What follows belongs to an exercise in optimizing a design on an open flow for small area and a short achievable clock period; a production flow would make more cautious choices. At most, simulation tests tie the RTL to the original design; equivalence was not proved.

==> wip/ember: inputs <==
Design SIMD, start of the top module:
module SIMD(
input [11:0] instruction,
input clk,
input rst,
output [31:0] outputvalue
);
==> flow/config.mk <==
export PLATFORM = sky130hd
export DESIGN_NAME = SIMD
export DESIGN_NICKNAME = SIMD
export VERILOG_FILES = /design/flow/design.v
export SDC_FILE = /design/flow/constraint.sdc
export NUM_CORES = 4
export LEC_CHECK = 0
export CAP_MARGIN = 20
export CORE_MARGIN = 2
export CORE_UTILIZATION = 60
export CTS_CLUSTER_DIAMETER = 150
export CTS_CLUSTER_SIZE = 20
export SLEW_MARGIN = 20
export TNS_END_PERCENT = 30
==> flow/constraint.sdc <==
create_clock -name core_clock -period 10.0 [get_ports {clk}]
set_input_delay 2.0000 -clock core_clock [delete_from_list [all_inputs] [get_ports {clk}]]
set_output_delay 2.0000 -clock core_clock [all_outputs]
set_load 0.01 [all_outputs]
standard.sh (not shown) runs the stock make flow with config.mk's settings and CLKGATE_MAP_FILE= SYNTH_SCRIPT=/design/flow/synth_recipe.tcl, a recipe that flattens the netlist after the stock synthesis.
==> flow/flow/run.sh <==
#!/bin/bash
set -euo pipefail
bash standard.sh SETUP_SLACK_MARGIN=5.5 finish > make_finish.log 2>&1
==> inputs of wip/nickel, as changes to wip/ember <==
Settings changed: CORE_UTILIZATION 60 to 65, TNS_END_PERCENT 30 to default.
==> inputs of wip/garnet, as changes to wip/ember <==
--- a/flow/design.v
+++ b/flow/design.v
@@ -297,11 +297,11 @@
   wire t222 = fc221 & nm4;
   wire fs223, fc223;
   assign {fc223, fs223} = {1'b0, t52} + {1'b0, t73} + {1'b0, fc216};
   wire t224 = fc223 & nm4;
   wire fs225, fc225;
-  assign {fc225, fs225} = {1'b0, fs221} + {1'b0, fc217} + {1'b0, fs223};
+  assign {fc225, fs225} = {1'b0, fc217} + {1'b0, fs221} + {1'b0, fs223};
   wire t226 = fc225 & nm4;
   wire t227 = fc218 ^ t220;
   wire t228 = fc218 & t220;
   wire t229 = t228 & nm4;
   wire fs230, fc230;
@@ -310,20 +310,20 @@
   assign {fc231, fs231} = {1'b0, t74} + {1'b0, t95} + {1'b0, t11};
   wire fs232, fc232;
   assign {fc232, fs232} = {1'b0, t53} + {1'b0, fs230} + {1'b0, t222};
   wire fs233, fc233;
   assign {fc233, fs233} = {1'b0, fs231} + {1'b0, t224} + {1'b0, fs232};
-  wire t234 = t226 ^ fs233;
-  wire t235 = t226 & fs233;
+  wire t234 = t226 ^ t229;
+  wire t235 = t226 & t229;
   wire fs236, fc236;
   assign {fc236, fs236} = {1'b0, x[9]} + {1'b0, t15} + {1'b0, t33};
   wire fs237, fc237;
   assign {fc237, fs237} = {1'b0, t54} + {1'b0, t75} + {1'b0, t96};
   wire fs238, fc238;
-  assign {fc238, fs238} = {1'b0, fc230} + {1'b0, fs236} + {1'b0, fs237};
+  assign {fc238, fs238} = {1'b0, fc230} + {1'b0, fc231} + {1'b0, fs236};
   wire fs239, fc239;
-  assign {fc239, fs239} = {1'b0, fc231} + {1'b0, fs238} + {1'b0, fc232};
+  assign {fc239, fs239} = {1'b0, fs237} + {1'b0, fc232} + {1'b0, fs238};
   wire t240 = fc233 ^ fs239;
   wire t241 = fc233 & fs239;
   wire fs242, fc242;
   assign {fc242, fs242} = {1'b0, x[10]} + {1'b0, t189} + {1'b0, t16};
   wire fs243, fc243;
@@ -332,24 +332,24 @@
   assign {fc244, fs244} = {1'b0, t34} + {1'b0, t76} + {1'b0, fc236};
   wire fs245, fc245;
   assign {fc245, fs245} = {1'b0, fc237} + {1'b0, fs242} + {1'b0, fs243};
   wire fs246, fc246;
   assign {fc246, fs246} = {1'b0, fc238} + {1'b0, fs244} + {1'b0, fs245};
-  wire t247 = fs246 ^ fc239;
-  wire t248 = fs246 & fc239;
+  wire t247 = fc239 ^ fs246;
+  wire t248 = fc239 & fs246;
   wire fs249, fc249;
   assign {fc249, fs249} = {1'b0, x[11]} + {1'b0, t17} + {1'b0, t38};
   wire fs250, fc250;
   assign {fc250, fs250} = {1'b0, t56} + {1'b0, t77} + {1'b0, t98};
   wire fs251, fc251;
   assign {fc251, fs251} = {1'b0, t119} + {1'b0, fc242} + {1'b0, fc243};
   wire fs252, fc252;
   assign {fc252, fs252} = {1'b0, fs249} + {1'b0, fs250} + {1'b0, fc244};
   wire fs253, fc253;
-  assign {fc253, fs253} = {1'b0, fc245} + {1'b0, fs251} + {1'b0, fc246};
-  wire t254 = fs252 ^ t248;
-  wire t255 = fs252 & t248;
+  assign {fc253, fs253} = {1'b0, fc245} + {1'b0, fs251} + {1'b0, fs252};
+  wire t254 = fc246 ^ t248;
+  wire t255 = fc246 & t248;
   wire fs256, fc256;
   assign {fc256, fs256} = {1'b0, x[12]} + {1'b0, t190} + {1'b0, t18};
   wire fs257, fc257;
   assign {fc257, fs257} = {1'b0, t39} + {1'b0, t78} + {1'b0, t99};
   wire fs258, fc258;
@@ -367,13 +367,13 @@
   wire fs265, fc265;
   assign {fc265, fs265} = {1'b0, t61} + {1'b0, t79} + {1'b0, t100};
   wire fs266, fc266;
   assign {fc266, fs266} = {1'b0, t121} + {1'b0, t142} + {1'b0, fc256};
   wire fs267, fc267;
-  assign {fc267, fs267} = {1'b0, fc257} + {1'b0, fs264} + {1'b0, fs265};
+  assign {fc267, fs267} = {1'b0, fc257} + {1'b0, fc258} + {1'b0, fs264};
   wire fs268, fc268;
-  assign {fc268, fs268} = {1'b0, fc258} + {1'b0, fc259} + {1'b0, fs266};
+  assign {fc268, fs268} = {1'b0, fs265} + {1'b0, fc259} + {1'b0, fs266};
   wire fs269, fc269;
   assign {fc269, fs269} = {1'b0, fs267} + {1'b0, fc260} + {1'b0, fs268};
   wire t270 = fc261 ^ fs269;
   wire t271 = fc261 & fs269;
   wire fs272, fc272;
@@ -425,11 +425,11 @@
   wire fs301, fc301;
   assign {fc301, fs301} = {1'b0, t103} + {1'b0, fs298} + {1'b0, fs299};
   wire fs302, fc302;
   assign {fc302, fs302} = {1'b0, fs300} + {1'b0, t282} + {1'b0, t284};
   wire fs303, fc303;
-  assign {fc303, fs303} = {1'b0, t286} + {1'b0, fs301} + {1'b0, t288};
+  assign {fc303, fs303} = {1'b0, t286} + {1'b0, t288} + {1'b0, fs301};
   wire fs304, fc304;
   assign {fc304, fs304} = {1'b0, t290} + {1'b0, fs302} + {1'b0, t292};
   wire fs305, fc305;
   assign {fc305, fs305} = {1'b0, fs303} + {1'b0, t294} + {1'b0, fs304};
   wire fs306, fc306;
@@ -441,13 +441,13 @@
   wire fs309, fc309;
   assign {fc309, fs309} = {1'b0, fc299} + {1'b0, fc300} + {1'b0, fs306};
   wire fs310, fc310;
   assign {fc310, fs310} = {1'b0, fs307} + {1'b0, fc301} + {1'b0, fs308};
   wire fs311, fc311;
-  assign {fc311, fs311} = {1'b0, fs309} + {1'b0, fc302} + {1'b0, fs310};
+  assign {fc311, fs311} = {1'b0, fc302} + {1'b0, fs309} + {1'b0, fc303};
   wire fs312, fc312;
-  assign {fc312, fs312} = {1'b0, fc303} + {1'b0, fs311} + {1'b0, fc304};
+  assign {fc312, fs312} = {1'b0, fs310} + {1'b0, fc304} + {1'b0, fs311};
   wire fs313, fc313;
   assign {fc313, fs313} = {1'b0, x[18]} + {1'b0, t193} + {1'b0, t45};
   wire fs314, fc314;
   assign {fc314, fs314} = {1'b0, t66} + {1'b0, t87} + {1'b0, t105};
   wire fs315, fc315;
@@ -465,11 +465,11 @@
   wire fs321, fc321;
   assign {fc321, fs321} = {1'b0, t106} + {1'b0, t127} + {1'b0, t148};
   wire fs322, fc322;
   assign {fc322, fs322} = {1'b0, t169} + {1'b0, fc313} + {1'b0, fc314};
   wire fs323, fc323;
-  assign {fc323, fs323} = {1'b0, fs320} + {1'b0, fs321} + {1'b0, fc315};
+  assign {fc323, fs323} = {1'b0, fc315} + {1'b0, fs320} + {1'b0, fs321};
   wire fs324, fc324;
   assign {fc324, fs324} = {1'b0, fc316} + {1'b0, fs322} + {1'b0, fs323};
   wire fs325, fc325;
   assign {fc325, fs325} = {1'b0, fc317} + {1'b0, fs324} + {1'b0, fc318};
   wire fs326, fc326;
@@ -479,13 +479,13 @@
   wire fs328, fc328;
   assign {fc328, fs328} = {1'b0, t107} + {1'b0, t149} + {1'b0, fc320};
   wire fs329, fc329;
   assign {fc329, fs329} = {1'b0, fc321} + {1'b0, fs326} + {1'b0, fs327};
   wire fs330, fc330;
-  assign {fc330, fs330} = {1'b0, fc322} + {1'b0, fs328} + {1'b0, fs329};
+  assign {fc330, fs330} = {1'b0, fc322} + {1'b0, fc323} + {1'b0, fs328};
   wire fs331, fc331;
-  assign {fc331, fs331} = {1'b0, fc323} + {1'b0, fs330} + {1'b0, fc324};
+  assign {fc331, fs331} = {1'b0, fs329} + {1'b0, fc324} + {1'b0, fs330};
   wire fs332, fc332;
   assign {fc332, fs332} = {1'b0, x[21]} + {1'b0, t90} + {1'b0, t111};
   wire fs333, fc333;
   assign {fc333, fs333} = {1'b0, t129} + {1'b0, t153} + {1'b0, t171};
   wire fs334, fc334;
@@ -509,11 +509,11 @@
   wire t343 = fc342 & nm4;
   wire fs344, fc344;
   assign {fc344, fs344} = {1'b0, t155} + {1'b0, t176} + {1'b0, fc337};
   wire t345 = fc344 & nm4;
   wire fs346, fc346;
-  assign {fc346, fs346} = {1'b0, fs342} + {1'b0, fc338} + {1'b0, fc339};
+  assign {fc346, fs346} = {1'b0, fc338} + {1'b0, fs342} + {1'b0, fc339};
   wire t347 = fc346 & nm4;
   wire fs348, fc348;
   assign {fc348, fs348} = {1'b0, fs344} + {1'b0, fc340} + {1'b0, fs346};
   wire t349 = fc348 & nm4;
   wire fs350, fc350;
@@ -525,13 +525,13 @@
   wire fs353, fc353;
   assign {fc353, fs353} = {1'b0, t345} + {1'b0, fs352} + {1'b0, t347};
   wire fs354, fc354;
   assign {fc354, fs354} = {1'b0, x[25]} + {1'b0, t136} + {1'b0, t157};
   wire fs355, fc355;
-  assign {fc355, fs355} = {1'b0, t178} + {1'b0, fc350} + {1'b0, fs354};
+  assign {fc355, fs355} = {1'b0, t178} + {1'b0, fc350} + {1'b0, fc351};
   wire fs356, fc356;
-  assign {fc356, fs356} = {1'b0, fc351} + {1'b0, fs355} + {1'b0, fc352};
+  assign {fc356, fs356} = {1'b0, fs354} + {1'b0, fc352} + {1'b0, fs355};
   wire fs357, fc357;
   assign {fc357, fs357} = {1'b0, x[26]} + {1'b0, t197} + {1'b0, t137};
   wire fs358, fc358;
   assign {fc358, fs358} = {1'b0, t158} + {1'b0, t179} + {1'b0, fc354};
   wire fs359, fc359;
@@ -554,11 +554,11 @@
   wire t371 = fs205 & t206;
   wire t372 = fs209 & t210;
   wire t373 = fs213 & t214;
   wire t374 = fs218 & t219;
   wire t375 = fs225 & t227;
-  wire t376 = t229 & t234;
+  wire t376 = fs233 & t234;
   wire t377 = t235 & t240;
   wire t378 = t241 & t247;
   wire t379 = fs253 & t254;
   wire t380 = t255 & t262;
   wire t381 = t263 & t270;
@@ -570,11 +570,11 @@
   wire t387 = fs205 ^ t206;
   wire t388 = fs209 ^ t210;
   wire t389 = fs213 ^ t214;
   wire t390 = fs218 ^ t219;
   wire t391 = fs225 ^ t227;
-  wire t392 = t229 ^ t234;
+  wire t392 = fs233 ^ t234;
   wire t393 = t235 ^ t240;
   wire t394 = t241 ^ t247;
   wire t395 = fs253 ^ t254;
   wire t396 = t255 ^ t262;
   wire t397 = t263 ^ t270;
Settings changed: TNS_END_PERCENT 30 to default.
==> impl_metrics.ini <==
[cells_and_area]
multi_input_area_um2 = 14000
multi_input_gates = 1671

[power_and_ir_drop]
intPower_mw = 3.40
power.total_mw = 5.14

[detailed_routing]
met3_length_mm = 12.7

[clock_tree]
post_cts_buffers = 58

[global_routing]
track_usage = 0.423

[outcome]
status = no timing/DRC/antenna violations

[synth]
synthSimpleGateAreaFrac = 0.0916
the above is filed under wip/nickel

==> impl_metrics.ini <==
[outcome]
status = no timing/DRC/antenna violations

[clock_tree]
post_cts_buffers = 15

[cells_and_area]
multi_input_gates = 1673
multi_input_area_um2 = 14200

[power_and_ir_drop]
power.total_mw = 5.04

[global_routing]
track_usage = 0.386

[synth]
synthSimpleGateAreaFrac = 0.0909

[detailed_routing]
met3_length_mm = 11.4
the above is filed under wip/garnet

==> impl_metrics.ini <==
[power_and_ir_drop]
power_leakage_nw = 11.4
p_comb_frac = 0.299
clkPwrFrac = 0.221
power.total_mw = 5.15

[cells_and_area]
multi_input_area_um2 = 14000
multi_input_gates = 1672

[floorplanning]
dieWidth_um = 214

[synth]
synthSimpleGateAreaFrac = 0.0916

[detailed_routing]
met3_length_mm = 12.7

[setup_path]
start_kind = register

[sta]
fin_ws_ps = 5470

[clock_tree]
post_cts_buffers = 67
worstSkewPairLatency_ps = 620

[outcome]
status = no timing/DRC/antenna violations
the above is filed under wip/ember

For wip/garnet, only the layout was checked, not whether the RTL still works.

[separate check: timing with driven ports]
No port has a modelled driver above. Below, the same layouts with a new extraction and two added sets of constraints.
Step 1 assumes that a clkbuf_16 drives the clock port and a buf_2 every other input.
Step 2, shift: input delay + t, output delay - t, t = (earliest + latest rising clock arrival at the registers) / 2. This alone moves slack from input paths to output paths.
Three values: no drivers, after step 1, after step 2; two values: the first two.
run	shift t [ns]	setup slack, ns	latest minus earliest clock arrival (ns)	worst data-port slew with drivers (ns)
wip/ember	0.661	5.470 / 5.470 / 5.367	0.028 / 0.029	0.03
wip/nickel	0.654	5.398 / 5.398 / 5.398	0.043 / 0.044	0.04
wip/garnet	0.654	5.334 / 5.334 / 5.334	0.048 / 0.048	0.03
After both steps every run listed still meets setup and hold. For wip/ember, which loses most, drivers alone change the setup slack by 0.000 ns; drivers and shift together by -0.103 ns.
